From an optimization exercise on the open Yosys and OpenROAD flow, aimed at small area, a short achievable clock period and few clock cycles per item; shortcuts taken in it are not production practice. RTL that was checked went through simulation tests only; none was proved equivalent to the original. No functional check of the RTL was part of run 6. No activity file was given, so power comes from the tool's default toggle rates.

===== flow/flow/run.sh =====
#!/bin/bash
# The standard layout (the standard.sh), with two changes:
#  - synthesis maps additions to ordinary logic cells (ADDER_MAP_FILE empty,
#    so Yosys does not extract full/half-adder cells); registers are unchanged;
#  - the port buffers that placement inserts are the smallest buffer cell,
#    sky130_fd_sc_hd__buf_1, instead of the one OpenROAD picks by default.
#    Every input and output port still gets its buffer.
# Full output in standard.log.
set -euo pipefail
export ADDER_MAP_FILE=
export BUFFER_PORTS_ARGS="-buffer_cell sky130_fd_sc_hd__buf_1"
bash standard.sh > standard.log 2>&1

===== flow/standard.sh =====
#!/bin/bash
# synth_recipe.tcl (not shown) runs the flow's synth.tcl, then flattens the netlist and writes it again
# the make line also repeats each setting of config.mk as NAME=value (left out here)
make -C /OpenROAD-flow-scripts/flow DESIGN_CONFIG=/design/flow/config.mk WORK_HOME=/design/flow/orfs CLKGATE_MAP_FILE= SYNTH_SCRIPT=/design/flow/synth_recipe.tcl "${@:-finish}"

===== flow/config.mk =====
export PLATFORM = sky130hd
export DESIGN_NAME = cordic
export DESIGN_NICKNAME = cordic
export VERILOG_FILES = /design/flow/design.v
export SDC_FILE = /design/flow/constraint.sdc
export NUM_CORES = 4
export LEC_CHECK = 0
export ABC_AREA = 1
export CAP_MARGIN = 20
export CORE_MARGIN = 2
export CORE_UTILIZATION = 60
export SETUP_SLACK_MARGIN = 2.4
export SLEW_MARGIN = 20

===== flow/constraint.sdc =====
create_clock -name core_clock -period 5.5 [get_ports {clk_i}]
set_input_delay 1.1000 -clock core_clock [delete_from_list [all_inputs] [get_ports {clk_i}]]
set_output_delay 1.1000 -clock core_clock [all_outputs]
set_load 0.01 [all_outputs]

===== flow/design.v =====
module cordic #(
    parameter int Width = 16
) (
    input  logic             clk_i,
    input  logic             rst_i,
    input  logic             start_cordic_i,
    input  logic [Width-1:0] x0_i,
    input  logic [Width-1:0] y0_i,
    input  logic [Width-1:0] z0_i,
    output logic [Width-1:0] xn_o,
    output logic [Width-1:0] yn_o,
    output logic [Width-1:0] zn_o,
    output logic             done_tick_cordic_o
);
  function automatic logic [15:0] atan(input logic [3:0] i);
    case (i)
      4'd0: atan = 16'h2D00;
      4'd1: atan = 16'h1A91;
      4'd2: atan = 16'h0E09;
      4'd3: atan = 16'h0720;
      4'd4: atan = 16'h0394;
      4'd5: atan = 16'h01CA;
      4'd6: atan = 16'h00E5;
      4'd7: atan = 16'h0073;
      4'd8: atan = 16'h0039;
      4'd9: atan = 16'h001D;
      4'd10: atan = 16'h000E;
      4'd11: atan = 16'h0007;
      4'd12: atan = 16'h0004;
      4'd13: atan = 16'h0002;
      4'd14: atan = 16'h0001;
      default: atan = 16'h0000;
    endcase
  endfunction
  function automatic logic [15:0] asr(input logic [15:0] v, input int k);
    for (int b = 0; b < 16; b++) asr[b] = (b + k > 15) ? v[15] : v[b + k];
  endfunction
  logic [15:0] x_q, y_q, z_q;
  logic        busy_q;   
  logic        done_q;
  logic neg;
  assign neg = z_q[15];
  logic [15:0] xi, yi;   
  assign xi = x_q;
  assign yi = y_q;
  logic [15:0] xs, ys, az;
  logic [3:0] lo_q, hi_q;
  logic       last;
  assign last = hi_q[3] & lo_q[2];
  logic [15:0] xl, yl;
  always_comb begin
    xl = 16'd0;
    yl = 16'd0;
    for (int i = 0; i < 4; i++) begin
      xl = xl | ({16{lo_q[i]}} & asr(xi, i));
      yl = yl | ({16{lo_q[i]}} & asr(yi, i));
    end
    xs = 16'd0;
    ys = 16'd0;
    for (int i = 0; i < 4; i++) begin
      xs = xs | ({16{hi_q[i]}} & asr(xl, (4 * i)));
      ys = ys | ({16{hi_q[i]}} & asr(yl, (4 * i)));
    end
    az = 16'd0;
    for (int i = 0; i < 15; i++) begin
      az = az | ({16{hi_q[i/4] & lo_q[i%4]}} & atan(i));
    end
  end
  logic [15:0] x_d, y_d, z_d, azi;
  logic        cx, cy, cz;
  assign cx  = ~neg & busy_q;
  assign cy  = neg & busy_q;
  assign cz  = ~neg & busy_q;
  assign azi = az ^ {16{~neg & busy_q}};
  logic [15:0] mxs, mys, xsi, ysi;
  assign mys = {16{cx}};
  assign mxs = {16{cy}};
  assign ysi = ys ^ mys;
  assign xsi = xs ^ mxs;
  logic [16:0] x_g0, x_p0;
  assign x_g0 = {x_q & ysi, cx};
  assign x_p0 = {x_q ^ ysi, 1'b0};
  logic x_g0_, x_p0_;
  assign x_g0_ = x_g0[1] | (x_p0[1] & x_g0[0]);
  assign x_p0_ = x_p0[1] & x_p0[0];
  logic x_g1_, x_p1_;
  assign x_g1_ = x_g0[3] | (x_p0[3] & x_g0[2]);
  assign x_p1_ = x_p0[3] & x_p0[2];
  logic x_g2_, x_p2_;
  assign x_g2_ = x_g0[5] | (x_p0[5] & x_g0[4]);
  assign x_p2_ = x_p0[5] & x_p0[4];
  logic x_g3_, x_p3_;
  assign x_g3_ = x_g0[7] | (x_p0[7] & x_g0[6]);
  assign x_p3_ = x_p0[7] & x_p0[6];
  logic x_g4_, x_p4_;
  assign x_g4_ = x_g0[9] | (x_p0[9] & x_g0[8]);
  assign x_p4_ = x_p0[9] & x_p0[8];
  logic x_g5_, x_p5_;
  assign x_g5_ = x_g0[11] | (x_p0[11] & x_g0[10]);
  assign x_p5_ = x_p0[11] & x_p0[10];
  logic x_g6_, x_p6_;
  assign x_g6_ = x_g0[13] | (x_p0[13] & x_g0[12]);
  assign x_p6_ = x_p0[13] & x_p0[12];
  logic x_g7_, x_p7_;
  assign x_g7_ = x_g0[15] | (x_p0[15] & x_g0[14]);
  assign x_p7_ = x_p0[15] & x_p0[14];
  logic x_g8_, x_p8_;
  assign x_g8_ = x_g1_ | (x_p1_ & x_g0_);
  assign x_p8_ = x_p1_ & x_p0_;
  logic x_g9_, x_p9_;
  assign x_g9_ = x_g3_ | (x_p3_ & x_g2_);
  assign x_p9_ = x_p3_ & x_p2_;
  logic x_g10_, x_p10_;
  assign x_g10_ = x_g5_ | (x_p5_ & x_g4_);
  assign x_p10_ = x_p5_ & x_p4_;
  logic x_g11_, x_p11_;
  assign x_g11_ = x_g7_ | (x_p7_ & x_g6_);
  assign x_p11_ = x_p7_ & x_p6_;
  logic x_g12_, x_p12_;
  assign x_g12_ = x_g9_ | (x_p9_ & x_g8_);
  assign x_p12_ = x_p9_ & x_p8_;
  logic x_g13_, x_p13_;
  assign x_g13_ = x_g11_ | (x_p11_ & x_g10_);
  assign x_p13_ = x_p11_ & x_p10_;
  logic x_g14_, x_p14_;
  assign x_g14_ = x_g13_ | (x_p13_ & x_g12_);
  assign x_p14_ = x_p13_ & x_p12_;
  logic x_g15_, x_p15_;
  assign x_g15_ = x_g10_ | (x_p10_ & x_g12_);
  assign x_p15_ = x_p10_ & x_p12_;
  logic x_g16_, x_p16_;
  assign x_g16_ = x_g2_ | (x_p2_ & x_g8_);
  assign x_p16_ = x_p2_ & x_p8_;
  logic x_g17_, x_p17_;
  assign x_g17_ = x_g4_ | (x_p4_ & x_g12_);
  assign x_p17_ = x_p4_ & x_p12_;
  logic x_g18_, x_p18_;
  assign x_g18_ = x_g6_ | (x_p6_ & x_g15_);
  assign x_p18_ = x_p6_ & x_p15_;
  logic x_g19_, x_p19_;
  assign x_g19_ = x_g0[2] | (x_p0[2] & x_g0_);
  assign x_p19_ = x_p0[2] & x_p0_;
  logic x_g20_, x_p20_;
  assign x_g20_ = x_g0[4] | (x_p0[4] & x_g8_);
  assign x_p20_ = x_p0[4] & x_p8_;
  logic x_g21_, x_p21_;
  assign x_g21_ = x_g0[6] | (x_p0[6] & x_g16_);
  assign x_p21_ = x_p0[6] & x_p16_;
  logic x_g22_, x_p22_;
  assign x_g22_ = x_g0[8] | (x_p0[8] & x_g12_);
  assign x_p22_ = x_p0[8] & x_p12_;
  logic x_g23_, x_p23_;
  assign x_g23_ = x_g0[10] | (x_p0[10] & x_g17_);
  assign x_p23_ = x_p0[10] & x_p17_;
  logic x_g24_, x_p24_;
  assign x_g24_ = x_g0[12] | (x_p0[12] & x_g15_);
  assign x_p24_ = x_p0[12] & x_p15_;
  logic x_g25_, x_p25_;
  assign x_g25_ = x_g0[14] | (x_p0[14] & x_g18_);
  assign x_p25_ = x_p0[14] & x_p18_;
  logic x_g26_, x_p26_;
  assign x_g26_ = x_g0[16] | (x_p0[16] & x_g14_);
  assign x_p26_ = x_p0[16] & x_p14_;
  assign x_d[0] = x_p0[1] ^ x_g0[0];
  assign x_d[1] = x_p0[2] ^ x_g0_;
  assign x_d[2] = x_p0[3] ^ x_g19_;
  assign x_d[3] = x_p0[4] ^ x_g8_;
  assign x_d[4] = x_p0[5] ^ x_g20_;
  assign x_d[5] = x_p0[6] ^ x_g16_;
  assign x_d[6] = x_p0[7] ^ x_g21_;
  assign x_d[7] = x_p0[8] ^ x_g12_;
  assign x_d[8] = x_p0[9] ^ x_g22_;
  assign x_d[9] = x_p0[10] ^ x_g17_;
  assign x_d[10] = x_p0[11] ^ x_g23_;
  assign x_d[11] = x_p0[12] ^ x_g15_;
  assign x_d[12] = x_p0[13] ^ x_g24_;
  assign x_d[13] = x_p0[14] ^ x_g18_;
  assign x_d[14] = x_p0[15] ^ x_g25_;
  assign x_d[15] = x_p0[16] ^ x_g14_;
  logic [16:0] y_g0, y_p0;
  assign y_g0 = {y_q & xsi, cy};
  assign y_p0 = {y_q ^ xsi, 1'b0};
  logic y_g0_, y_p0_;
  assign y_g0_ = y_g0[1] | (y_p0[1] & y_g0[0]);
  assign y_p0_ = y_p0[1] & y_p0[0];
  logic y_g1_, y_p1_;
  assign y_g1_ = y_g0[3] | (y_p0[3] & y_g0[2]);
  assign y_p1_ = y_p0[3] & y_p0[2];
  logic y_g2_, y_p2_;
  assign y_g2_ = y_g0[5] | (y_p0[5] & y_g0[4]);
  assign y_p2_ = y_p0[5] & y_p0[4];
  logic y_g3_, y_p3_;
  assign y_g3_ = y_g0[7] | (y_p0[7] & y_g0[6]);
  assign y_p3_ = y_p0[7] & y_p0[6];
  logic y_g4_, y_p4_;
  assign y_g4_ = y_g0[9] | (y_p0[9] & y_g0[8]);
  assign y_p4_ = y_p0[9] & y_p0[8];
  logic y_g5_, y_p5_;
  assign y_g5_ = y_g0[11] | (y_p0[11] & y_g0[10]);
  assign y_p5_ = y_p0[11] & y_p0[10];
  logic y_g6_, y_p6_;
  assign y_g6_ = y_g0[13] | (y_p0[13] & y_g0[12]);
  assign y_p6_ = y_p0[13] & y_p0[12];
  logic y_g7_, y_p7_;
  assign y_g7_ = y_g0[15] | (y_p0[15] & y_g0[14]);
  assign y_p7_ = y_p0[15] & y_p0[14];
  logic y_g8_, y_p8_;
  assign y_g8_ = y_g1_ | (y_p1_ & y_g0_);
  assign y_p8_ = y_p1_ & y_p0_;
  logic y_g9_, y_p9_;
  assign y_g9_ = y_g3_ | (y_p3_ & y_g2_);
  assign y_p9_ = y_p3_ & y_p2_;
  logic y_g10_, y_p10_;
  assign y_g10_ = y_g5_ | (y_p5_ & y_g4_);
  assign y_p10_ = y_p5_ & y_p4_;
  logic y_g11_, y_p11_;
  assign y_g11_ = y_g7_ | (y_p7_ & y_g6_);
  assign y_p11_ = y_p7_ & y_p6_;
  logic y_g12_, y_p12_;
  assign y_g12_ = y_g9_ | (y_p9_ & y_g8_);
  assign y_p12_ = y_p9_ & y_p8_;
  logic y_g13_, y_p13_;
  assign y_g13_ = y_g11_ | (y_p11_ & y_g10_);
  assign y_p13_ = y_p11_ & y_p10_;
  logic y_g14_, y_p14_;
  assign y_g14_ = y_g13_ | (y_p13_ & y_g12_);
  assign y_p14_ = y_p13_ & y_p12_;
  logic y_g15_, y_p15_;
  assign y_g15_ = y_g10_ | (y_p10_ & y_g12_);
  assign y_p15_ = y_p10_ & y_p12_;
  logic y_g16_, y_p16_;
  assign y_g16_ = y_g2_ | (y_p2_ & y_g8_);
  assign y_p16_ = y_p2_ & y_p8_;
  logic y_g17_, y_p17_;
  assign y_g17_ = y_g4_ | (y_p4_ & y_g12_);
  assign y_p17_ = y_p4_ & y_p12_;
  logic y_g18_, y_p18_;
  assign y_g18_ = y_g6_ | (y_p6_ & y_g15_);
  assign y_p18_ = y_p6_ & y_p15_;
  logic y_g19_, y_p19_;
  assign y_g19_ = y_g0[2] | (y_p0[2] & y_g0_);
  assign y_p19_ = y_p0[2] & y_p0_;
  logic y_g20_, y_p20_;
  assign y_g20_ = y_g0[4] | (y_p0[4] & y_g8_);
  assign y_p20_ = y_p0[4] & y_p8_;
  logic y_g21_, y_p21_;
  assign y_g21_ = y_g0[6] | (y_p0[6] & y_g16_);
  assign y_p21_ = y_p0[6] & y_p16_;
  logic y_g22_, y_p22_;
  assign y_g22_ = y_g0[8] | (y_p0[8] & y_g12_);
  assign y_p22_ = y_p0[8] & y_p12_;
  logic y_g23_, y_p23_;
  assign y_g23_ = y_g0[10] | (y_p0[10] & y_g17_);
  assign y_p23_ = y_p0[10] & y_p17_;
  logic y_g24_, y_p24_;
  assign y_g24_ = y_g0[12] | (y_p0[12] & y_g15_);
  assign y_p24_ = y_p0[12] & y_p15_;
  logic y_g25_, y_p25_;
  assign y_g25_ = y_g0[14] | (y_p0[14] & y_g18_);
  assign y_p25_ = y_p0[14] & y_p18_;
  logic y_g26_, y_p26_;
  assign y_g26_ = y_g0[16] | (y_p0[16] & y_g14_);
  assign y_p26_ = y_p0[16] & y_p14_;
  assign y_d[0] = y_p0[1] ^ y_g0[0];
  assign y_d[1] = y_p0[2] ^ y_g0_;
  assign y_d[2] = y_p0[3] ^ y_g19_;
  assign y_d[3] = y_p0[4] ^ y_g8_;
  assign y_d[4] = y_p0[5] ^ y_g20_;
  assign y_d[5] = y_p0[6] ^ y_g16_;
  assign y_d[6] = y_p0[7] ^ y_g21_;
  assign y_d[7] = y_p0[8] ^ y_g12_;
  assign y_d[8] = y_p0[9] ^ y_g22_;
  assign y_d[9] = y_p0[10] ^ y_g17_;
  assign y_d[10] = y_p0[11] ^ y_g23_;
  assign y_d[11] = y_p0[12] ^ y_g15_;
  assign y_d[12] = y_p0[13] ^ y_g24_;
  assign y_d[13] = y_p0[14] ^ y_g18_;
  assign y_d[14] = y_p0[15] ^ y_g25_;
  assign y_d[15] = y_p0[16] ^ y_g14_;
  logic [16:0] z_g0, z_p0;
  assign z_g0 = {z_q & azi, cz};
  assign z_p0 = {z_q ^ azi, 1'b0};
  logic z_g0_, z_p0_;
  assign z_g0_ = z_g0[1] | (z_p0[1] & z_g0[0]);
  assign z_p0_ = z_p0[1] & z_p0[0];
  logic z_g1_, z_p1_;
  assign z_g1_ = z_g0[3] | (z_p0[3] & z_g0[2]);
  assign z_p1_ = z_p0[3] & z_p0[2];
  logic z_g2_, z_p2_;
  assign z_g2_ = z_g0[5] | (z_p0[5] & z_g0[4]);
  assign z_p2_ = z_p0[5] & z_p0[4];
  logic z_g3_, z_p3_;
  assign z_g3_ = z_g0[7] | (z_p0[7] & z_g0[6]);
  assign z_p3_ = z_p0[7] & z_p0[6];
  logic z_g4_, z_p4_;
  assign z_g4_ = z_g0[9] | (z_p0[9] & z_g0[8]);
  assign z_p4_ = z_p0[9] & z_p0[8];
  logic z_g5_, z_p5_;
  assign z_g5_ = z_g0[11] | (z_p0[11] & z_g0[10]);
  assign z_p5_ = z_p0[11] & z_p0[10];
  logic z_g6_, z_p6_;
  assign z_g6_ = z_g0[13] | (z_p0[13] & z_g0[12]);
  assign z_p6_ = z_p0[13] & z_p0[12];
  logic z_g7_, z_p7_;
  assign z_g7_ = z_g0[15] | (z_p0[15] & z_g0[14]);
  assign z_p7_ = z_p0[15] & z_p0[14];
  logic z_g8_, z_p8_;
  assign z_g8_ = z_g1_ | (z_p1_ & z_g0_);
  assign z_p8_ = z_p1_ & z_p0_;
  logic z_g9_, z_p9_;
  assign z_g9_ = z_g3_ | (z_p3_ & z_g2_);
  assign z_p9_ = z_p3_ & z_p2_;
  logic z_g10_, z_p10_;
  assign z_g10_ = z_g5_ | (z_p5_ & z_g4_);
  assign z_p10_ = z_p5_ & z_p4_;
  logic z_g11_, z_p11_;
  assign z_g11_ = z_g7_ | (z_p7_ & z_g6_);
  assign z_p11_ = z_p7_ & z_p6_;
  logic z_g12_, z_p12_;
  assign z_g12_ = z_g9_ | (z_p9_ & z_g8_);
  assign z_p12_ = z_p9_ & z_p8_;
  logic z_g13_, z_p13_;
  assign z_g13_ = z_g11_ | (z_p11_ & z_g10_);
  assign z_p13_ = z_p11_ & z_p10_;
  logic z_g14_, z_p14_;
  assign z_g14_ = z_g13_ | (z_p13_ & z_g12_);
  assign z_p14_ = z_p13_ & z_p12_;
  logic z_g15_, z_p15_;
  assign z_g15_ = z_g10_ | (z_p10_ & z_g12_);
  assign z_p15_ = z_p10_ & z_p12_;
  logic z_g16_, z_p16_;
  assign z_g16_ = z_g2_ | (z_p2_ & z_g8_);
  assign z_p16_ = z_p2_ & z_p8_;
  logic z_g17_, z_p17_;
  assign z_g17_ = z_g4_ | (z_p4_ & z_g12_);
  assign z_p17_ = z_p4_ & z_p12_;
  logic z_g18_, z_p18_;
  assign z_g18_ = z_g6_ | (z_p6_ & z_g15_);
  assign z_p18_ = z_p6_ & z_p15_;
  logic z_g19_, z_p19_;
  assign z_g19_ = z_g0[2] | (z_p0[2] & z_g0_);
  assign z_p19_ = z_p0[2] & z_p0_;
  logic z_g20_, z_p20_;
  assign z_g20_ = z_g0[4] | (z_p0[4] & z_g8_);
  assign z_p20_ = z_p0[4] & z_p8_;
  logic z_g21_, z_p21_;
  assign z_g21_ = z_g0[6] | (z_p0[6] & z_g16_);
  assign z_p21_ = z_p0[6] & z_p16_;
  logic z_g22_, z_p22_;
  assign z_g22_ = z_g0[8] | (z_p0[8] & z_g12_);
  assign z_p22_ = z_p0[8] & z_p12_;
  logic z_g23_, z_p23_;
  assign z_g23_ = z_g0[10] | (z_p0[10] & z_g17_);
  assign z_p23_ = z_p0[10] & z_p17_;
  logic z_g24_, z_p24_;
  assign z_g24_ = z_g0[12] | (z_p0[12] & z_g15_);
  assign z_p24_ = z_p0[12] & z_p15_;
  logic z_g25_, z_p25_;
  assign z_g25_ = z_g0[14] | (z_p0[14] & z_g18_);
  assign z_p25_ = z_p0[14] & z_p18_;
  logic z_g26_, z_p26_;
  assign z_g26_ = z_g0[16] | (z_p0[16] & z_g14_);
  assign z_p26_ = z_p0[16] & z_p14_;
  assign z_d[0] = z_p0[1] ^ z_g0[0];
  assign z_d[1] = z_p0[2] ^ z_g0_;
  assign z_d[2] = z_p0[3] ^ z_g19_;
  assign z_d[3] = z_p0[4] ^ z_g8_;
  assign z_d[4] = z_p0[5] ^ z_g20_;
  assign z_d[5] = z_p0[6] ^ z_g16_;
  assign z_d[6] = z_p0[7] ^ z_g21_;
  assign z_d[7] = z_p0[8] ^ z_g12_;
  assign z_d[8] = z_p0[9] ^ z_g22_;
  assign z_d[9] = z_p0[10] ^ z_g17_;
  assign z_d[10] = z_p0[11] ^ z_g23_;
  assign z_d[11] = z_p0[12] ^ z_g15_;
  assign z_d[12] = z_p0[13] ^ z_g24_;
  assign z_d[13] = z_p0[14] ^ z_g18_;
  assign z_d[14] = z_p0[15] ^ z_g25_;
  assign z_d[15] = z_p0[16] ^ z_g14_;
  always_ff @(posedge clk_i) begin
    if (start_cordic_i) begin
      x_q <= x0_i;
      y_q <= y0_i;
      z_q <= z0_i;
    end else begin
      x_q <= x_d;
      y_q <= y_d;
      z_q <= z_d;
    end
  end
  always_ff @(posedge clk_i, posedge rst_i) begin
    if (rst_i) begin
      busy_q <= 1'b0;
      done_q <= 1'b0;
    end else begin
      busy_q <= start_cordic_i || (busy_q && !last);
      done_q <= busy_q && last && !start_cordic_i;
    end
  end
  always_ff @(posedge clk_i) begin
    if (start_cordic_i) begin
      lo_q <= 4'd1;
      hi_q <= 4'd1;
    end else if (!busy_q || last) begin
      lo_q <= 4'd0;
      hi_q <= 4'd0;
    end else begin
      lo_q <= {lo_q[2:0], lo_q[3]};
      if (lo_q[3]) hi_q <= {hi_q[2:0], 1'b0};
    end
  end
  assign xn_o = x_q;
  assign yn_o = y_q;
  assign zn_o = z_q;
  assign done_tick_cordic_o = done_q;
endmodule

==> flow_metrics.tcl, run 1 <==
set metrics [dict create \
    status "no timing/DRC/antenna violations" \
    clockRootBuffer "clkbuf_8" \
    slowest_delay_ns 0.41 \
    hpwl_um 12200 \
    min_to "x_q[0]" \
    use_met1_pct 43.7 \
    portBuffers 99 \
    cts_tree "done" \
    rsz0062_at_grt "true" \
    pwr_density_cell_nw_per_um2 685 \
    synthXorXnorAreaFrac_pct 6.74 \
    n_antenna_cell 0 \
    fin_crit_sh_pct 50.5 \
    slew_violations 0 \
    synth_top_family_by_area "simple AND/OR/NAND/NOR gates" \
    timing.rr.end "z_q[10]" \
    maxCapViolations 0 \
    nets 1297 \
    synth_enable_flop_cells 0 \
    synth_nets 1223 \
    drcViolationCount 0 \
    ant_nets 0 \
    ys_warn_count 1 \
    numCtsBuffers 9 \
    crit_fanout 27 \
    grt_use_total_pct 29.4 \
    power_mw 4.78 \
    synth-async-reset-ratio_pct 3.45 \
    synthMuxAreaShare_pct 0 \
    grt_pass1_vias 5939 \
    boundaryPins 100 \
    reg2reg_from "busy_q" \
    die_area_um2 11600 \
    vias 6949 \
    ys.flop_type "dfxtp_1" \
    drtIter0Drc 438 \
    wire_per_inst_um 11.8 \
    fp.dieW_um 108 \
    crit_top_cell "nand2_1" \
    fin_crit_ns 2.78 \
    fp.dieH_um 108 \
    synth-simple-area-share_pct 54.5 \
    rows 37 \
    syn_area_um2 6440 \
    finalWirelength_um 16300 \
    routed_via_density 5.01 \
    cts.sink_count 58 \
    required_ns 5.76 \
    routabilityCongestion 0.891 \
    start_util_pct 62.1 \
    syn-instance-count 1172 \
    synth.distinct_cells 42 \
    area_growth_pct 8.30 \
    synth-seq-cells 58 \
    ys_seq_area_share_pct 18.2 \
    rrSetupSlack_ns 2.72 \
    layout_common_cells "nand2_1 (454), nor2_1 (155), buf_1 (98)" \
    max_clock_freq_mhz 360 \
    overflow 0 \
    min-delay-start "x_q[0]" \
    globalRouteMet3Util_pct 4.30 \
    core-area_um2 10400 \
    first_pass_iters 5 \
    clkLatencyLatePin_ns 0.36 \
    slew_headroom_pct 41.7 \
    finalClockSkew_ns 0.00775 \
    worstHoldPathType "flip-flop to flip-flop" \
    crit_buf_inv 5 \
    r2r_cells 20 \
    holdPathStages 2 \
    hold_buffers 0 \
    clkTransAtPathRegs_ns 0.08 \
    grt_max_degree 53 \
    synth_fa_ha_area_share_pct 0 \
    worst_pin_slew_ns 0.873 \
    p_leak_nw 3.78 \
    antenna_found_initial 0 \
    clock_path_buffers 2 \
    syn_area_per_cell_um2 5.49 \
    setup_viol 0 \
    slowest_stage "dfrtp_1" \
    grt_use_met2_pct 42.9 \
    arrival_ns 3.04 \
    path_cells "inv_1 -> nor2_2 -> buf_4 -> inv_4 -> xor2_1 -> nor2_2 -> inv_2 -> nand2_1 -> inv_2 -> nand3b_1 -> nand2_2 -> nand2_2 -> nand2_2 -> nand2_1 -> o21ai_2 -> nand2_1 -> nand2_1 -> nand3_1 -> nand3_1 -> nand2_1" \
    ir_drop_v 0.000472 \
    cp-start-kind "flip-flop" \
    globalRoute.busiestLayer "met1" \
    layout.cells.most_common "nand2_1" \
    synth-compound-area-share_pct 8.98 \
    drive_gt1_share_pct 13.3 \
    hold_viol_final 0 \
    critPathTopFamily "simple AND/OR/NAND/NOR gates" \
    setup-tns-final_ns 0 \
    cp-end-kind "flip-flop" \
    grt_pass1_wl_um 27500 \
    critPathKind "flip-flop to flip-flop" \
    htree_levels 3 \
]
logic make-up (layout without fill, tap and decap cells):
family                 count (synthesis)  count (layout)
flip-flops                            58              58
XOR/XNOR                              44              44
buffers and inverters                161             240
AO/OA/AOI/OAI                        102             102
AND/OR/NAND/NOR                      807             807
synth_stat cells (all sizes together), types with 9 or more instances:
master	instances	area [µm²]
nand2	502	2010
nor2	191	825
inv	118	443
nand3	89	485
o21ai	61	324
dfxtp	56	1120
xor2	36	364
buf	34	270
a21oi	25	144
or2	10	65.1
a31oi	9	56.3
through the flow:
stage / cell area [µm²] / hold WS (ns) / util (%) / setup slack (ns) / std cells
3_3_place_gp: 6730 / 0.487 / 64.9 / 2.47 / 1371
2_1_floorplan: 6440 / 0.502 / - / 3.28 / 1172
4_1_cts: 6950 / 0.498 / 67.0 / 2.40 / 1387
6_report: 6970 / 0.497 / 67.2 / 2.72 / 1387
3_5_place_dp: 6730 / 0.485 / 64.9 / 2.40 / 1371
5_1_grt: 6970 / 0.527 / 67.2 / 2.39 / 1387
cell type report:
class | instances | area, µm²
fill | 1059 | 3400
inverter | 119 | 449
multi-input combinational | 953 | 4530
sequential | 58 | 1180
timing repair buffer | 105 | 422
clock buffer | 9 | 124
clock inverter | 7 | 101
tap | 136 | 170
where the power goes:
group / switching, mW / internal (mW)
Combinational: 2.18 / 1.23
Clock: 0.206 / 0.258
Sequential: 0.294 / 0.611
worst min-delay path: cells and delay by family (launching register included):
family | cells | cell delay [ns]
DFF | 1 | 0.33
AOI/OAI and AO/OA | 1 | 0.06
and+or+nand+nor | 1 | 0.07
registers in the layout, indices dropped and copies added (netlist names):
signal	flops
busy_q	1
x_q	16
lo_q	4
done_q	1
y_q	16
z_q	16
hi_q	4
what timing repair did:
item | CTS | global route
setup buffers | 0 | 0
hold endpoints to repair | 0 | 0
setup endpoints to repair | 0 | 30
resized for setup | 0 | 11
per-layer routing:
layer / share of wire [%] / vias up
met5: 0 / -
met4: 1.9 / 0
met3: 6.2 / 23
met2: 41 / 215
met1: 51 / 2950
li1: - / 3761
how the worst max path moves through the flow:
stage / from / to / depth (start not counted)
6_report: busy_q / z_q[10] / 20
5_1_grt: lo_q[2] / x_q[15] / 23
4_1_cts: lo_q[1] / z_q[10] / 19
3_5_place_dp: lo_q[1] / z_q[10] / 19
3_3_place_gp: lo_q[1] / z_q[10] / 19
2_1_floorplan: lo_q[0] / z_q[10] / 17
Testbench counts, summed over its fixed seeds: cycles 8,200, items 512.
==> run 2: changes to the inputs <==
--- a/flow/config.mk
+++ b/flow/config.mk
@@ -10,4 +10,4 @@
 export CORE_MARGIN = 2
 export CORE_UTILIZATION = 60
-export SETUP_SLACK_MARGIN = 2.4
+export SETUP_SLACK_MARGIN = 2.7
 export SLEW_MARGIN = 20
==> run 2 against run 1 <==
Die area unchanged. Worst hold slack improved by 0.0010 ns. Routed wire length increased by 2.8%. Utilization increased by 2.3 points. Critical path depth increased by 3. Total power increased by 1.9%. Area after synthesis unchanged. Final area increased by 3.4%. Global-route usage about the same. Clock skew increased by 0.0039 ns. Flip-flop and latch count unchanged. Sequential share of layout area decreased by 0.42 points.
==> flow_metrics.tcl, run 2 <==
set metrics [dict create \
    status "no timing/DRC/antenna violations" \
    clock_path_buffers 2 \
    hpwl_um 12200 \
    yosysTopAreaCell "nand2_1" \
    swShare_pct 56.0 \
    crit_top_cell "nand2_1" \
    ant_nets 0 \
    finalInstanceArea_um2 7210 \
    synth-seq-cells 58 \
    vias 7042 \
    core-area_um2 10400 \
    slowest_stage "dfxtp_4" \
    crit_buf_inv 2 \
    wire_per_inst_um 12.0 \
    path_depth 23 \
    grt_pass1_vias 5941 \
    overflow 0 \
    fin_cells 1397 \
    slew_headroom_pct 42.0 \
    cts_tree "done" \
    routabilityCongestion 0.891 \
    numCtsBuffers 9 \
    reg2reg_from "lo_q[1]" \
    fill_cells 1018 \
    grt_use_total_pct 29.4 \
    die_area_um2 11600 \
    placed_cells 1371 \
    yosys.area.top_type_share_pct 26.5 \
    max_clock_freq_mhz 390 \
    area_growth_pct 12.0 \
    layout.cells.most_common "nand2_1" \
    fin_crit_sh_pct 46.6 \
    grt_pass1_wl_um 27600 \
    drcViolationCount 0 \
    cp-start-kind "flip-flop" \
    rows 37 \
    crit_path_end "y_q[14]" \
    synth_enable_flop_cells 0 \
    ys_seq_area_share_pct 18.2 \
    yosys-top-cells-area "nand2_1 (27%), dfxtp_1 (17%), nor2_1 (9.1%)" \
    synth.distinct_cells 42 \
    crit_fanout 15 \
    first_pass_iters 5 \
    hold_buffers 0 \
    start_util_pct 62.1 \
    placedInstanceArea_um2 6730 \
    setup_viol 0 \
    syn_area_um2 6440 \
    portBuffers 99 \
    syn-instance-count 1172 \
    cts.sink_count 58 \
    synth-async-reset-ratio_pct 3.45 \
    clkTransAtPathRegs_ns 0.07 \
    htree_levels 3 \
    syn_area_per_cell_um2 5.49 \
    seq_power_share_pct 18.6 \
    antenna_found_initial 0 \
    startpoint "lo_q[1]" \
    postLayoutCoreUtil_pct 69.5 \
    path_cells "clkbuf_8 -> nand2_1 -> nand2_1 -> nor2_2 -> nor2_1 -> nor2_2 -> nand2_1 -> nand2_1 -> nand3_2 -> nand2_1 -> inv_2 -> nand3_1 -> nand2_1 -> nand2_1 -> nand2_2 -> nand2_2 -> nand2_2 -> nand2_2 -> nand2_4 -> nand2_2 -> nand3_1 -> nand3_1 -> nand2_1" \
    top_regs "x_q x16, y_q x16, z_q x16" \
    ys_warn_count 1 \
    synth_nets 1223 \
    fp.dieH_um 108 \
    nets 1307 \
    p_clk_share_pct 9.5 \
    worst_pin_slew_ns 0.869 \
    required_ns 5.76 \
    rsz0062_at_grt "true" \
    worstHoldPathType "flip-flop to flip-flop" \
    cp-end-kind "flip-flop" \
    routed_via_density 5.04 \
    place_ws_ns 2.40 \
    clockRootBuffer "clkbuf_8" \
    pwr-share-comb_pct 71.9 \
    arrival_ns 2.82 \
    timing.final.ws_setup_ns 2.94 \
    slew_violations 0 \
    hold_viol_final 0 \
    critPathTopFamily "simple AND/OR/NAND/NOR gates" \
    setup-tns-final_ns 0 \
    power.internal_mw 2.14 \
    drtIter0Drc 519 \
    ys.flop_type "dfxtp_1" \
    n_antenna_cell 0 \
    layout_common_cells "nand2_1 (450), nor2_1 (143), buf_1 (98)" \
    boundaryPins 100 \
    power_switching_mw 2.73 \
    fp.dieW_um 108 \
    drive_gt1_share_pct 16.1 \
    timing.rr.end "y_q[14]" \
    clkLatencyLatePin_ns 0.37 \
    slowest_delay_ns 0.41 \
    holdWs_ns 0.498 \
    fin_crit_ns 2.56 \
    finalClockSkew_ns 0.0116 \
    grt_max_degree 53 \
    finalWirelength_um 16800 \
    rrSetupSlack_ns 2.94 \
    pwr_density_cell_nw_per_um2 676 \
    critPathKind "flip-flop to flip-flop" \
    r2r_cells 23 \
    p_leak_nw 3.87 \
    maxCapViolations 0 \
    synth_common_cells "nand2_1 (455), nor2_1 (156), inv_1 (93)" \
    ir_drop_v 0.000473 \
    post-synth-top-count-cell "nand2_1" \
    power_mw 4.87 \
]
==> run 2: cell counts after synthesis <==
Identical to the previous run, type by type.
==> run 2: layout make-up <==
class                           count  area (µm²)  area share (%)
Inverter                          119         454            6.30
Tap cell                          136         170            2.36
Multi-Input combinational cell    953        4630            64.3
Clock buffer                        9         124            1.72
Sequential cell                    58        1190            16.5
Clock inverter                      7         101            1.41
Timing Repair Buffer              115         536            7.43
==> run 2: logic make-up after synthesis <==
family / Yosys count / synth area share (%)
simple gates: 807 / 54.5
flops: 58 / 18.2
compound gates: 102 / 8.98
xor+xnor: 44 / 6.74
buf+inv: 161 / 11.6
==> run 2: worst min-delay path: stages, from the launching register on <==
cell and delay [ns]:
dfxtp_1 0.33, nand2_1 0.07, a31oi_1 0.06
==> run 2: timing repair <==
item	4_1_cts	5_1_grt
resized for setup	6	50
pin swaps	0	3
buffers inserted	0	10
endpoints found under the setup margin	28	32
==> run 2: power groups by stage <==
stage	Clock (mW)	Combinational (mW)	Sequential, mW
after detailed placement	0	3.36	0.903
final	0.464	3.50	0.904
after CTS	0.472	3.40	0.896
after global placement	0	3.31	0.901
after global routing	0.495	4.01	0.932
after floorplan	0	2.75	0.886
==> run 2: per-layer routing <==
| layer | up-vias | track usage [%] | wire length (µm) |
|---|---|---|---|
| li1 | 3777 | - | - |
| met1 | 3011 | 43.7 | 8480 |
| met2 | 228 | 42.9 | 6910 |
| met3 | 26 | 4.30 | 1040 |
| met4 | 0 | 10.3 | 328 |
| met5 | - | 0 | 0 |
==> run 2: worst min path at each step <==
stage          cells past startpoint    from  endpoint
6_report                           2  x_q[0]    x_q[0]
5_1_grt                            2   rst_i    busy_q
4_1_cts                            2  x_q[0]    x_q[0]
3_5_place_dp                       2  x_q[0]    x_q[0]
3_3_place_gp                       2  z_q[0]    z_q[0]
2_1_floorplan                      2  x_q[0]    x_q[0]
==> run 3: changes to the inputs <==
--- a/flow/config.mk
+++ b/flow/config.mk
@@ -10,4 +10,4 @@
 export CORE_MARGIN = 2
 export CORE_UTILIZATION = 60
-export SETUP_SLACK_MARGIN = 2.7
+export SETUP_SLACK_MARGIN = 2.5
 export SLEW_MARGIN = 20
==> run 3 against run 2 <==
Sequential power about the same. Via count down 1.3%. Cell count fell by 0.72%. Maximum frequency decreased by 5.4%. Flip-flop and latch count is the same. Non-clock buffer count shrank 10. Critical endpoint is now z_q[10].
==> flow_metrics.tcl, run 3 <==
set metrics [dict create \
    holdPathStages 2 \
    maxCapViolations 0 \
    drcViolationCount 0 \
    hpwl_um 12200 \
    routed_via_density 5.01 \
    fill_cells 1060 \
    placedInstanceArea_um2 6730 \
    syn-instance-count 1172 \
    startpoint "busy_q" \
    post_cts_buffers 0 \
    clkTransAtPathRegs_ns 0.08 \
    synthMuxAreaShare_pct 0 \
    grt_max_degree 53 \
    synth-seq-cells 58 \
    slew_violations 0 \
    portBuffers 99 \
    layout.cells.most_common "nand2_1" \
    status "no timing/DRC/antenna violations" \
    required_ns 5.76 \
    cts_resized 2 \
    top_regs "x_q x16, y_q x16, z_q x16" \
    yosys-top-cells-area "nand2_1 (27%), dfxtp_1 (17%), nor2_1 (9.1%)" \
    synth_top_family_by_area "simple AND/OR/NAND/NOR gates" \
    grt_pass1_wl_um 27500 \
    min_to "x_q[0]" \
    layout_common_cells "nand2_1 (454), nor2_1 (154), buf_1 (98)" \
    synth-compound-area-share_pct 8.98 \
    core-area_um2 10400 \
    multi_input_area_um2 4530 \
    nets 1297 \
    setup-tns-final_ns 0 \
    cp-end-kind "flip-flop" \
    slowest_delay_ns 0.41 \
    syn_area_um2 6440 \
    cts.sink_count 58 \
    ys_seq_area_share_pct 18.2 \
    syn_area_per_cell_um2 5.49 \
    yosys.area.top_type_share_pct 26.5 \
    clockRootBuffer "clkbuf_8" \
    first_pass_iters 5 \
    htree_levels 3 \
    ys.flop_type "dfxtp_1" \
    grt_pass1_vias 5939 \
    synth_enable_flop_cells 0 \
    rsz0062_at_grt "true" \
    hold_viol_final 0 \
    reg2reg_from "busy_q" \
    synth-async-reset-ratio_pct 3.45 \
    holdWs_ns 0.497 \
    post-synth-top-count-cell "nand2_1" \
    slowest_stage "dfrtp_1" \
    ir_drop_v 0.000472 \
    n_antenna_cell 0 \
    clkLatencyLatePin_ns 0.36 \
    finalWirelength_um 16400 \
    cp-start-kind "flip-flop" \
    min-delay-start "x_q[0]" \
    start_util_pct 62.1 \
    p_leak_nw 3.78 \
    finalInstanceArea_um2 6980 \
    synth_common_cells "nand2_1 (455), nor2_1 (156), inv_1 (93)" \
    synth_nets 1223 \
    rows 37 \
    drive_gt1_share_pct 13.4 \
    fp.dieH_um 108 \
    crit_fanout 27 \
    rrSetupSlack_ns 2.79 \
    synth_fa_ha_area_share_pct 0 \
    r2r_cells 20 \
    arrival_ns 2.97 \
    critPathKind "flip-flop to flip-flop" \
    antenna_found_initial 0 \
    clock_path_buffers 2 \
    boundaryPins 100 \
    critPathTopFamily "simple AND/OR/NAND/NOR gates" \
    yosysTopAreaCell "nand2_1" \
    postLayoutCoreUtil_pct 67.3 \
    finalClockSkew_ns 0.00874 \
    vias 6949 \
    max_clock_freq_mhz 369 \
    fin_crit_ns 2.71 \
    crit_top_cell "nand2_1" \
    numCtsBuffers 9 \
    ant_nets 0 \
    cts_tree "done" \
    path_cells "inv_1 -> nor2_2 -> buf_4 -> inv_6 -> xor2_1 -> nor2_2 -> inv_2 -> nand2_1 -> inv_2 -> nand3b_1 -> nand2_2 -> nand2_2 -> nand2_2 -> nand2_1 -> o21ai_2 -> nand2_1 -> nand2_1 -> nand3_1 -> nand3_1 -> nand2_1" \
    fp.dieW_um 108 \
    regArea_um2 1180 \
    slew_headroom_pct 41.5 \
    worstHoldPathType "flip-flop to flip-flop" \
    drtIter0Drc 486 \
    pwr_density_cell_nw_per_um2 685 \
    ys_warn_count 1 \
    overflow 0 \
    fin_crit_sh_pct 49.3 \
    wire_per_inst_um 11.8 \
    die_area_um2 11600 \
    routabilityCongestion 0.891 \
    synthXorXnorAreaFrac_pct 6.74 \
    area_growth_pct 8.43 \
    synth.distinct_cells 42 \
    hold_buffers 0 \
    worst_pin_slew_ns 0.876 \
    grt_use_total_pct 29.4 \
    setup_viol 0 \
    timing.rr.end "z_q[10]" \
    crit_buf_inv 5 \
    synth-simple-area-share_pct 54.5 \
]
==> run 3: changes by cell type in the layout (fill, tap and decap cells not counted), moves of 4 or more <==
cell | previous run | this run
nor2_2 | 38 | 33
nand2_1 | 450 | 454
buf_4 | 11 | 4
nor2_4 | 10 | 4
dfxtp_1 | 48 | 52
nor2_1 | 143 | 154
==> run 3: worst max path at each step <==
stage,endpoint,slack [ns],cells past startpoint
after global routing,x_q[15],2.46,21
after detailed placement,z_q[10],2.40,19
after floorplan,z_q[10],3.28,17
after global placement,z_q[10],2.47,19
after CTS,y_q[14],2.54,18
final,z_q[10],2.79,20
==> run 3: power breakdown <==
group          switching [mW]  internal (mW)
Sequential              0.294          0.611
Clock                   0.206          0.258
Combinational            2.19           1.23
Total                    2.69           2.10
==> run 3: worst reg2reg max path: cells and delay by family, from the launching register on <==
family / cells / cell delay, ns
AO/OA/AOI/OAI: 1 / 0.14
XOR/XNOR: 1 / 0.30
buffers and inverters: 5 / 0.71
flip-flops: 1 / 0.41
AND/OR/NAND/NOR: 13 / 1.03
==> run 3: cells by family after synthesis <==
logic type / after synthesis
xor gates and xnor gates: 44
buffers and inverters: 161
AOI/OAI and AO/OA: 102
and+or+nand+nor: 807
DFF: 58
==> run 3: through the flow <==
stage	power [mW]	instances	setup WS (ns)
6_report	4.79	1387	2.79
5_1_grt	5.36	1387	2.46
4_1_cts	4.76	1387	2.54
3_5_place_dp	4.26	1371	2.40
3_3_place_gp	4.22	1371	2.47
2_1_floorplan	3.64	1172	3.28
==> run 3: area by class of cell <==
type                       instances  area share [%]
timing repair buffer             105            6.09
sequential                        58            16.9
inverter                         119            6.47
clock buffer                       9            1.77
multi-input combinational        953            64.9
tap                              136            2.44
clock inverter                     7            1.45
==> run 3: layer usage <==
metal | vias to the layer above | part of all wire, % | GRT usage [%]
met4 | 0 | 1.6 | 10.3
met1 | 2958 | 52 | 43.7
li1 | 3764 | - | -
met3 | 18 | 5.8 | 4.30
met5 | - | 0 | 0
met2 | 209 | 41 | 42.9
==> run 4: changes to the inputs <==
--- a/flow/config.mk
+++ b/flow/config.mk
@@ -10,4 +10,4 @@
 export CORE_MARGIN = 2
 export CORE_UTILIZATION = 60
-export SETUP_SLACK_MARGIN = 2.5
+export SETUP_SLACK_MARGIN = 2.6
 export SLEW_MARGIN = 20
==> run 4 against run 3 <==
Via count is 0.94% higher. Sequential share of layout area is 0.15 points lower. Total power is 0.69% higher. Worst hold slack hardly changed. Combinational power hardly changed. Maximum frequency is 3.8% higher. Clock skew hardly changed. Flip-flop and latch count stayed put. Sequential power hardly changed. Largest cell class unchanged. Largest power group unchanged.
==> flow_metrics.tcl, run 4 <==
set metrics [dict create \
    status "no timing/DRC/antenna violations" \
    reg2reg_from "lo_q[2]" \
    synth-compound-area-share_pct 8.98 \
    placed_cells 1371 \
    yosys.area.top_type_share_pct 26.5 \
    synthMuxAreaShare_pct 0 \
    critPathKind "flip-flop to flip-flop" \
    crit_fanout 23 \
    arrival_ns 2.87 \
    grt_max_degree 53 \
    grt_use_total_pct 29.4 \
    finalInstanceArea_um2 7090 \
    syn_area_per_cell_um2 5.49 \
    max_clock_freq_mhz 383 \
    hold_viol_final 0 \
    numCtsBuffers 9 \
    slew_violations 0 \
    synth_nets 1223 \
    hold_buffers 0 \
    synth_enable_flop_cells 0 \
    ys.flop_type "dfxtp_1" \
    cp-end-kind "flip-flop" \
    top_regs "x_q x16, y_q x16, z_q x16" \
    synth-async-reset-ratio_pct 3.45 \
    crit_buf_inv 2 \
    timing.rr.end "y_q[14]" \
    htree_levels 3 \
    vias 7014 \
    finalWirelength_um 16600 \
    synth-simple-area-share_pct 54.5 \
    boundaryPins 100 \
    first_pass_iters 6 \
    clockRootBuffer "clkbuf_8" \
    drive_gt1_share_pct 14.7 \
    layout.cells.most_common "nand2_1" \
    clkTransAtPathRegs_ns 0.07 \
    cp-start-kind "flip-flop" \
    synth-seq-cells 58 \
    clkLatencyLatePin_ns 0.36 \
    drcViolationCount 0 \
    drtIter0Drc 544 \
    hpwl_um 12200 \
    syn-instance-count 1172 \
    rsz0062_at_grt "false" \
    syn_area_um2 6440 \
    holdPathStages 2 \
    slowest_delay_ns 0.41 \
    layout_common_cells "nand2_1 (452), nor2_1 (149), buf_1 (98)" \
    synthXorXnorAreaFrac_pct 6.74 \
    r2r_cells 23 \
    routabilityCongestion 0.891 \
    ant_nets 0 \
    min_to "x_q[0]" \
    slew_headroom_pct 42.3 \
    holdWs_ns 0.497 \
    area_growth_pct 10.2 \
    required_ns 5.76 \
    rows 37 \
    timing.final.ws_setup_ns 2.89 \
    core-area_um2 10400 \
    overflow 0 \
    setup_viol 0 \
    ys_seq_area_share_pct 18.2 \
    synth_fa_ha_area_share_pct 0 \
    start_util_pct 62.1 \
    synth_top_family_by_area "simple AND/OR/NAND/NOR gates" \
    placedInstanceArea_um2 6730 \
    rrSetupSlack_ns 2.89 \
    n_antenna_cell 0 \
    ir_drop_v 0.000473 \
    crit_top_cell "nand2_2" \
    critPathTopFamily "simple AND/OR/NAND/NOR gates" \
    slowest_stage "dfxtp_4" \
    fin_crit_sh_pct 47.5 \
    path_cells "buf_8 -> nand2_2 -> nand2_2 -> nor2_2 -> nor2_1 -> nor2_2 -> nand2_1 -> nand2_1 -> nand3_2 -> nand2_1 -> inv_2 -> nand3_1 -> nand2_1 -> nand2_1 -> nand2_2 -> nand2_2 -> nand2_2 -> nand2_2 -> nand2_4 -> nand2_2 -> nand3_1 -> nand3_1 -> nand2_1" \
    synth.distinct_cells 42 \
    fp.dieH_um 108 \
    synth_common_cells "nand2_1 (455), nor2_1 (156), inv_1 (93)" \
    nets 1303 \
    yosysTopAreaCell "nand2_1" \
    grt_pass1_vias 5939 \
    ys_warn_count 1 \
    finalClockSkew_ns 0.00851 \
    fp.dieW_um 108 \
    maxCapViolations 0 \
    grt_pass1_wl_um 27500 \
    place_ws_ns 2.40 \
    clock_path_buffers 2 \
    routed_via_density 5.04 \
    worst_pin_slew_ns 0.864 \
    portBuffers 99 \
    antenna_found_initial 0 \
    fin_cells 1393 \
    cts_tree "done" \
    cts.sink_count 58 \
    min-delay-start "x_q[0]" \
    fin_crit_ns 2.61 \
    pwr_density_cell_nw_per_um2 679 \
    post-synth-top-count-cell "nand2_1" \
    setup-tns-final_ns 0 \
    p_leak_nw 3.83 \
    yosys-top-cells-area "nand2_1 (27%), dfxtp_1 (17%), nor2_1 (9.1%)" \
    wire_per_inst_um 11.9 \
    worstHoldPathType "flip-flop to flip-flop" \
    die_area_um2 11600 \
]
-- run 4: cell counts after synthesis --
No cell type changed its count.
-- run 4: routing by layer --
layer | wire length [µm] | vias to the layer above | GRT usage (%)
li1 | - | 3777 | -
met2 | 6820 | 237 | 42.9
met4 | 309 | 0 | 10.3
met3 | 1030 | 23 | 4.30
met5 | 0 | - | 0
met1 | 8470 | 2977 | 43.7
-- run 4: metrics by stage --
step	total power [mW]	util (%)
detailed placement	4.26	64.9
finish	4.82	68.4
global route	5.39	68.4
floorplan	3.64	-
CTS	4.77	67.1
global placement	4.22	64.9
-- run 4: worst max-delay path by stage --
stage	slack (ns)	depth (start not counted)	from	to
after global placement	2.47	19	lo_q[1]	z_q[10]
final	2.89	23	lo_q[2]	y_q[14]
after CTS	2.61	22	lo_q[2]	x_q[15]
after floorplan	3.28	17	lo_q[0]	z_q[10]
after global routing	2.59	25	lo_q[3]	x_q[15]
after detailed placement	2.40	19	lo_q[1]	z_q[10]
-- run 4: logic make-up after synthesis --
family,after synthesis
AO/OA/AOI/OAI,102
XOR/XNOR,44
buffers and inverters,161
flip-flops,58
AND/OR/NAND/NOR,807
-- run 4: power breakdown --
part           internal (mW)  leakage, nW  total [mW]  switching, mW
combinational           1.25         3.23        3.45           2.20
clock                  0.258        0.106       0.463          0.206
sequential             0.610        0.496       0.903          0.293
-- run 4: final cells by class --
class	instances	area, µm²
clock buffer	9	124
clock inverter	7	101
fill	1042	3280
inverter	119	454
multi-input combinational	953	4570
sequential	58	1190
tap	136	170
timing repair buffer	111	488
-- run 4: what timing repair did --
action / 4_1_cts / 5_1_grt
setup endpoints to repair: 19 / 31
cloned: 0 / 0
setup buffers: 0 / 6
resized for setup: 4 / 31
pin swaps: 0 / 2
hold endpoints to repair: 0 / 0
-- run 4: worst register-to-register path, delay by kind of cell (launching register included) --
kind          cells  cell delay [ns]
buf+inv           2             0.22
flops             1             0.41
simple gates     21             1.90
==> run 5: changes to the inputs <==
--- a/flow/config.mk
+++ b/flow/config.mk
@@ -9,5 +9,5 @@
 export CAP_MARGIN = 20
 export CORE_MARGIN = 2
-export CORE_UTILIZATION = 60
+export CORE_UTILIZATION = 70
 export SETUP_SLACK_MARGIN = 2.6
 export SLEW_MARGIN = 20
==> run 5 against run 4 <==
Final area up 0.30%. Area after synthesis unchanged. Cell count down 1.7%. Non-clock buffer count up 4. Clock skew up 0.0024 ns. Still clean. Synthesized cell count unchanged. Largest cell class unchanged. Clock-buffer cell count up 1. Utilization up 12 points. Global-route usage up 3.9 points. Combinational power up 1%. Worst setup slack worse by 0.063 ns. Sequential power about the same.
==> flow_metrics.tcl, run 5 <==
set metrics [dict create \
    yosys-top-cells-area "nand2_1 (27%), dfxtp_1 (17%), nor2_1 (9.1%)" \
    required_ns 5.75 \
    hold_buffers 0 \
    rows 34 \
    path_cells "buf_8 -> nand2_2 -> nand2_1 -> nor2_2 -> inv_2 -> o21ai_2 -> nand3_1 -> xor2_1 -> nor2_1 -> and2b_1 -> nand2_1 -> nor2_1 -> nand2_2 -> nand2_2 -> nand2_1 -> nand2_2 -> nand2_1 -> nand2_1 -> nand2_1 -> nand3_1 -> nand2_1" \
    p_clk_share_pct 10.5 \
    slew_headroom_pct 40.4 \
    clockRootBuffer "clkbuf_8" \
    portBuffers 99 \
    grt_max_degree 53 \
    numCtsBuffers 9 \
    cts.sink_count 58 \
    critPathKind "flip-flop to flip-flop" \
    wire_per_inst_um 12.4 \
    yosysTopAreaCell "nand2_1" \
    fp.dieW_um 99.9 \
    setup_viol 0 \
    max_clock_freq_mhz 374 \
    place_ws_ns 2.04 \
    die_area_um2 9980 \
    yosys.area.top_type_share_pct 26.5 \
    p_leak_nw 3.87 \
    synth_enable_flop_cells 0 \
    clock_path_buffers 2 \
    nets 1308 \
    syn_area_um2 6440 \
    maxCapViolations 0 \
    rsz0062_at_grt "true" \
    cts_tree "done" \
    power.internal_mw 2.17 \
    synth-seq-cells 58 \
    boundaryPins 100 \
    synthXorXnorAreaFrac_pct 6.74 \
    pwr-share-comb_pct 71.1 \
    postLayoutCoreUtil_pct 80.8 \
    layout_common_cells "nand2_1 (454), nor2_1 (151), buf_1 (98)" \
    routabilityCongestion 0.959 \
    drcViolationCount 0 \
    grt_pass1_wl_um 27500 \
    arrival_ns 2.92 \
    ys_seq_area_share_pct 18.2 \
    drive_gt1_share_pct 14.8 \
    clkTransAtPathRegs_ns 0.08 \
    synth-simple-area-share_pct 54.5 \
    clkLatencyLatePin_ns 0.36 \
    routed_via_density 5.32 \
    crit_fanout 25 \
    n_antenna_cell 0 \
    overflow 0 \
    grt_use_total_pct 33.4 \
    layout.cells.most_common "nand2_1" \
    syn_area_per_cell_um2 5.49 \
    fp.dieH_um 99.9 \
    synth.distinct_cells 42 \
    first_pass_iters 5 \
    worst_pin_slew_ns 0.893 \
    finalWirelength_um 17100 \
    fin_crit_ns 2.67 \
    ys_warn_count 1 \
    cp-end-kind "flip-flop" \
    status "no timing/DRC/antenna violations" \
    hpwl_um 12000 \
    timing.final.ws_setup_ns 2.83 \
    crit_top_cell "nand2_1" \
    ant_nets 0 \
    grt_pass1_vias 6102 \
    area_growth_pct 10.5 \
    synth_top_family_by_area "simple AND/OR/NAND/NOR gates" \
    syn-instance-count 1172 \
    fin_cells 1370 \
    finalClockSkew_ns 0.0109 \
    cp-start-kind "flip-flop" \
    fin_crit_sh_pct 48.6 \
    slew_violations 0 \
    core-area_um2 8810 \
    synthMuxAreaShare_pct 0 \
    setup-tns-final_ns 0 \
    top_regs "x_q x16, y_q x16, z_q x16" \
    antenna_found_initial 0 \
    synth-async-reset-ratio_pct 3.45 \
    worstHoldPathType "flip-flop to flip-flop" \
    synth-compound-area-share_pct 8.98 \
    slowest_delay_ns 0.40 \
    vias 7293 \
    ys.flop_type "dfxtp_1" \
    synth_nets 1223 \
    synth_common_cells "nand2_1 (455), nor2_1 (156), inv_1 (93)" \
    synth_fa_ha_area_share_pct 0 \
    swShare_pct 55.8 \
    pwr_density_cell_nw_per_um2 689 \
    hold_viol_final 0 \
    placed_cells 1342 \
    ir_drop_v 0.000476 \
    htree_levels 3 \
    start_util_pct 73.1 \
    slowest_stage "dfxtp_4" \
    seq_power_share_pct 18.4 \
    drtIter0Drc 627 \
    power_switching_mw 2.74 \
    post-synth-top-count-cell "nand2_1" \
]
## run 5: timing repair
item / in CTS / in global routing
gates resized for setup: 8 / 25
endpoints found under the hold margin: 0 / 0
setup buffers: 0 / 11
endpoints found under the setup margin: 34 / 24
gates cloned: 1 / 0
pin swaps: 1 / 2
## run 5: cell families (layout without fill, tap and decap cells)
group / Yosys count / after routing
buffers and inverters: 161 / 250
and+or+nand+nor: 807 / 808
AOI/OAI and AO/OA: 102 / 102
DFF: 58 / 58
xor gates and xnor gates: 44 / 44
## run 5: per-stage QoR
step                      power (mW)  cell area, µm²  hold WS, ns
final                           4.90            7120        0.499
after global routing            5.45            7120        0.512
after CTS                       4.80            6950        0.498
after detailed placement        4.25            6680        0.485
after global placement          4.18            6680        0.482
after floorplan                 3.64            6440        0.502
## run 5: final cells by class
| cell class | count | area [µm²] |
|---|---|---|
| fill | 709 | 1690 |
| timing repair buffer | 115 | 520 |
| tap | 108 | 135 |
| inverter | 119 | 454 |
| clock buffer | 10 | 128 |
| sequential | 58 | 1190 |
| multi-input combinational | 954 | 4570 |
| clock inverter | 6 | 115 |
## run 5: critical path: cells and delay by family (launching register included)
family / cells / cell delay, ns
AO/OA/AOI/OAI: 1 / 0.09
buffers and inverters: 2 / 0.25
XOR/XNOR: 1 / 0.20
AND/OR/NAND/NOR: 17 / 1.63
flip-flops: 1 / 0.40
## run 5: path summary, 6_finish.rpt
path | start | endpoint | slack, ns | cells after the start
worst max-delay path | lo_q[2] | x_q[15] | 2.83 | 21
worst min register to register | z_q[0] | z_q[0] | 0.50 | 2
min in group asynchronous | rst_i | busy_q | 0.57 | 2
worst min-delay path | z_q[0] | z_q[0] | 0.50 | 2
max in group asynchronous | rst_i | done_q | 4.82 | 2
worst max register to register | lo_q[2] | x_q[15] | 2.83 | 21
## run 5: power groups by stage
stage	Sequential, mW	Combinational (mW)	Clock, mW
finish	0.905	3.49	0.513
global route	0.933	3.99	0.531
CTS	0.894	3.39	0.515
detailed placement	0.894	3.36	0
global placement	0.894	3.28	0
floorplan	0.886	2.75	0
## run 5: metal layers
metal	GRT usage, %	share of wire [%]
met5	0	0
met4	8.54	1.6
met3	4.60	9.6
met2	52.8	44
met1	48.0	45
==> run 6: changes to the inputs <==
--- a/flow/design.v
+++ b/flow/design.v
@@ -69,6 +69,7 @@
   logic [15:0] x_d, y_d, z_d, azi;
   logic        cx, cy, cz;
-  assign cx  = ~neg & busy_q;
-  assign cy  = neg & busy_q;
+  logic        cx_q, cy_q;
+  assign cx  = cx_q;
+  assign cy  = cy_q;
   assign cz  = ~neg & busy_q;
   assign azi = az ^ {16{~neg & busy_q}};
@@ -410,4 +411,16 @@
     end
   end
+  always_ff @(posedge clk_i) begin
+    if (start_cordic_i) begin
+      cx_q <= ~z0_i[15];
+      cy_q <= z0_i[15];
+    end else if (!busy_q || last) begin
+      cx_q <= 1'b0;
+      cy_q <= 1'b0;
+    end else begin
+      cx_q <= ~z_d[15];
+      cy_q <= z_d[15];
+    end
+  end
   assign xn_o = x_q;
   assign yn_o = y_q;
--- a/flow/config.mk
+++ b/flow/config.mk
@@ -9,5 +9,5 @@
 export CAP_MARGIN = 20
 export CORE_MARGIN = 2
-export CORE_UTILIZATION = 70
+export CORE_UTILIZATION = 60
 export SETUP_SLACK_MARGIN = 2.6
 export SLEW_MARGIN = 20
==> run 6 against run 5 <==
Final area up 1.0%. First-iteration DRC count down 29%. Clock-buffer cell count up 3. Routed wire length down 2.1%. Clock skew up 0.0042 ns. Clock power down 18%. Combinational power up 1%. Die area up 20%. Synthesized cell count up 0.77%. Worst hold slack about the same. Critical path type unchanged. Largest cell class unchanged.
==> flow_metrics.tcl, run 6 <==
set metrics [dict create \
    status "no timing/DRC/antenna violations" \
    path_cells "buf_6 -> nand2_2 -> nand2_1 -> nor2_2 -> nor2_1 -> nor2_1 -> nand3_1 -> nand2_2 -> nand2_2 -> nand2_2 -> nand3_1 -> nand2_1 -> nand2_2 -> nand2_4 -> nand2_4 -> nand2_4 -> nand2_2 -> nand2_4 -> nand2_2 -> nand2_1 -> nand2_1 -> nand3_1 -> nand2_1" \
    synth-seq-cells 60 \
    die_area_um2 11900 \
    top_regs "x_q x16, y_q x16, z_q x16" \
    p_leak_nw 3.97 \
    placedInstanceArea_um2 6920 \
    maxCapViolations 0 \
    setup-tns-final_ns 0 \
    pwr_density_cell_nw_per_um2 688 \
    grt_max_degree 52 \
    pwr-share-comb_pct 71.5 \
    finalInstanceArea_um2 7190 \
    antenna_found_initial 0 \
    crit_top_cell "nand2_2" \
    core-area_um2 10800 \
    power_switching_mw 2.74 \
    routabilityCongestion 0.876 \
    clkTransAtPathRegs_ns 0.07 \
    clock_path_buffers 2 \
    p_clk_share_pct 8.5 \
    cp-start-kind "flip-flop" \
    n_antenna_cell 0 \
    drive_gt1_share_pct 12.9 \
    hold_viol_final 0 \
    start_util_pct 61.3 \
    arrival_ns 2.88 \
    drcViolationCount 0 \
    synth_enable_flop_cells 0 \
    clkLatencyLatePin_ns 0.37 \
    slew_violations 0 \
    yosys.area.top_type_share_pct 27.3 \
    syn_area_per_cell_um2 5.63 \
    synth_nets 1232 \
    ys_warn_count 1 \
    layout_common_cells "nand2_1 (483), inv_1 (111), nor2_1 (108)" \
    crit_fanout 28 \
    drtIter0Drc 447 \
    max_clock_freq_mhz 382 \
    area_growth_pct 8.15 \
    nets 1309 \
    ys_seq_area_share_pct 18.2 \
    grt_pass1_wl_um 28200 \
    critPathKind "flip-flop to flip-flop" \
    synth-async-reset-ratio_pct 3.33 \
    rrSetupSlack_ns 2.88 \
    finalClockSkew_ns 0.0151 \
    yosysTopAreaCell "nand2_1" \
    swShare_pct 55.5 \
    fp.dieW_um 109 \
    htree_levels 3 \
    holdWs_ns 0.499 \
    synth_common_cells "nand2_1 (483), inv_1 (112), nor2_1 (108)" \
    syn_area_um2 6650 \
    ys.flop_type "dfxtp_1" \
    fin_crit_ns 2.62 \
    power_mw 4.94 \
    seq_power_share_pct 20.0 \
    vias 7038 \
    rsz0062_at_grt "false" \
    layout.cells.most_common "nand2_1" \
    cts.sink_count 60 \
    worstHoldPathType "flip-flop to flip-flop" \
    first_pass_iters 5 \
    numCtsBuffers 9 \
    fin_crit_sh_pct 47.6 \
    hpwl_um 12500 \
    routed_via_density 5.02 \
    power.internal_mw 2.20 \
    yosys-top-cells-area "nand2_1 (27%), dfxtp_1 (17%), nand3_1 (6.4%)" \
    r2r_cells 23 \
    wire_per_inst_um 11.9 \
    overflow 0 \
    ir_drop_v 0.000521 \
    synth.distinct_cells 47 \
    rows 38 \
    fp.dieH_um 109 \
    slowest_stage "dfxtp_2" \
    slew_headroom_pct 58.9 \
    grt_use_total_pct 29.6 \
    setup_viol 0 \
    cp-end-kind "flip-flop" \
    finalWirelength_um 16700 \
    boundaryPins 100 \
    portBuffers 99 \
    required_ns 5.77 \
    holdPathStages 2 \
    clockRootBuffer "clkbuf_8" \
    syn-instance-count 1181 \
    grt_pass1_vias 6289 \
    ant_nets 0 \
    worst_pin_slew_ns 0.616 \
    slowest_delay_ns 0.37 \
    post-synth-top-count-cell "nand2_1" \
    cts_tree "done" \
]
-- run 6: cell types whose count changed after synthesis, moves of 11 or more --
cell     before  now
nor2_1      156  108
nand2_1     455  483
inv_1        93  112
o21ai_1      15   33
o21ai_0      41   30
-- run 6: critical path: cells and delay by family (launching register included) --
kind | cells | cell delay [ns]
and+or+nand+nor | 22 | 1.94
buffers and inverters | 1 | 0.20
DFF | 1 | 0.37
-- run 6: through the flow --
stage                     util (%)  std cells  setup slack, ns
after floorplan                  -       1181             3.31
after global placement        63.8       1382             2.36
after detailed placement      63.8       1382             2.28
after CTS                     65.7       1397             2.66
after global routing          66.3       1402             2.61
final                         66.3       1402             2.88
-- run 6: final cells by class --
class	instances	area, µm²
inverter	134	512
clock buffer	13	159
multi-input combinational	943	4610
timing repair buffer	110	467
tap	140	175
sequential	60	1230
fill	1142	3650
clock inverter	2	35.0
-- run 6: routing by layer --
layer	GRT usage, %	vias up	wire (µm)
met5	0	-	0
met4	8.77	0	354
met3	4.42	30	689
met2	52.9	164	8130
met1	36.6	3050	7510
li1	-	3794	-
-- run 6: final timing paths --
kind | end | start
max reg2reg | y_q[15] | lo_q[3]
max | y_q[15] | lo_q[3]
max in group asynchronous | done_q | rst_i
min | z_q[0] | z_q[0]
min in group asynchronous | busy_q | rst_i
min reg2reg | z_q[0] | z_q[0]
-- run 6: cells by family after synthesis --
kind of cell	synth area share (%)
AOI/OAI and AO/OA	9.90
and+or+nand+nor	51.6
xor gates and xnor gates	7.68
DFF	18.2
buffers and inverters	12.4
adders and majority gates	0.169
-- run 6: what timing repair did --
action | in CTS | in global routing
gates resized for setup | 6 | 13
buffers inserted | 0 | 5
endpoints found under the setup margin | 21 | 34
hold buffers | 0 | 0
-- run 6: power groups by stage --
stage	Clock, mW	Sequential (mW)	Combinational [mW]
5_1_grt	0.443	1.02	4.11
3_3_place_gp	0	0.994	3.47
6_report	0.419	0.989	3.54
4_1_cts	0.426	0.983	3.54
3_5_place_dp	0	0.990	3.52
2_1_floorplan	0	0.918	2.93

## afterwards: timing with drivers on the ports
The flow's constraints put no driver on any port. The routed layouts listed below were extracted and timed again, unchanged, in two steps.
Step 1, drivers: a clkbuf_16 drives clk_i and a buf_2 each remaining input, both assumed.
Step 2, shift: input delay + t, output delay - t, t = (earliest + latest rising clock arrival at the registers) / 2. This alone moves slack from input paths to output paths.
Slacks: ideal / step 1 / step 2; pairs: ideal / step 1.
| run | t (ns) | setup WS [ns] | worst setup path at the end | worst data-port slew with drivers (ns) | pins driven straight from the clock port |
|---|---|---|---|---|---|
| run 1 | 0.399 | 2.722 / 2.722 / 2.668 | input to register | 0.03 | 1 |
| run 2 | 0.400 | 2.937 / 2.937 / 2.650 | input to register | 0.03 | 1 |
| run 3 | 0.400 | 2.790 / 2.790 / 2.668 | input to register | 0.03 | 1 |
| run 4 | 0.399 | 2.890 / 2.890 / 2.663 | input to register | 0.03 | 1 |
| run 5 | 0.385 | 2.827 / 2.827 / 2.592 | input to register | 0.04 | 1 |
| run 6 | 0.395 | 2.884 / 2.884 / 2.531 | input to register | 0.03 | 1 |
After both steps setup and hold are still met in every run listed. For run 6, which loses most, drivers alone change the setup slack by 0.000 ns; drivers and shift together by -0.353 ns.
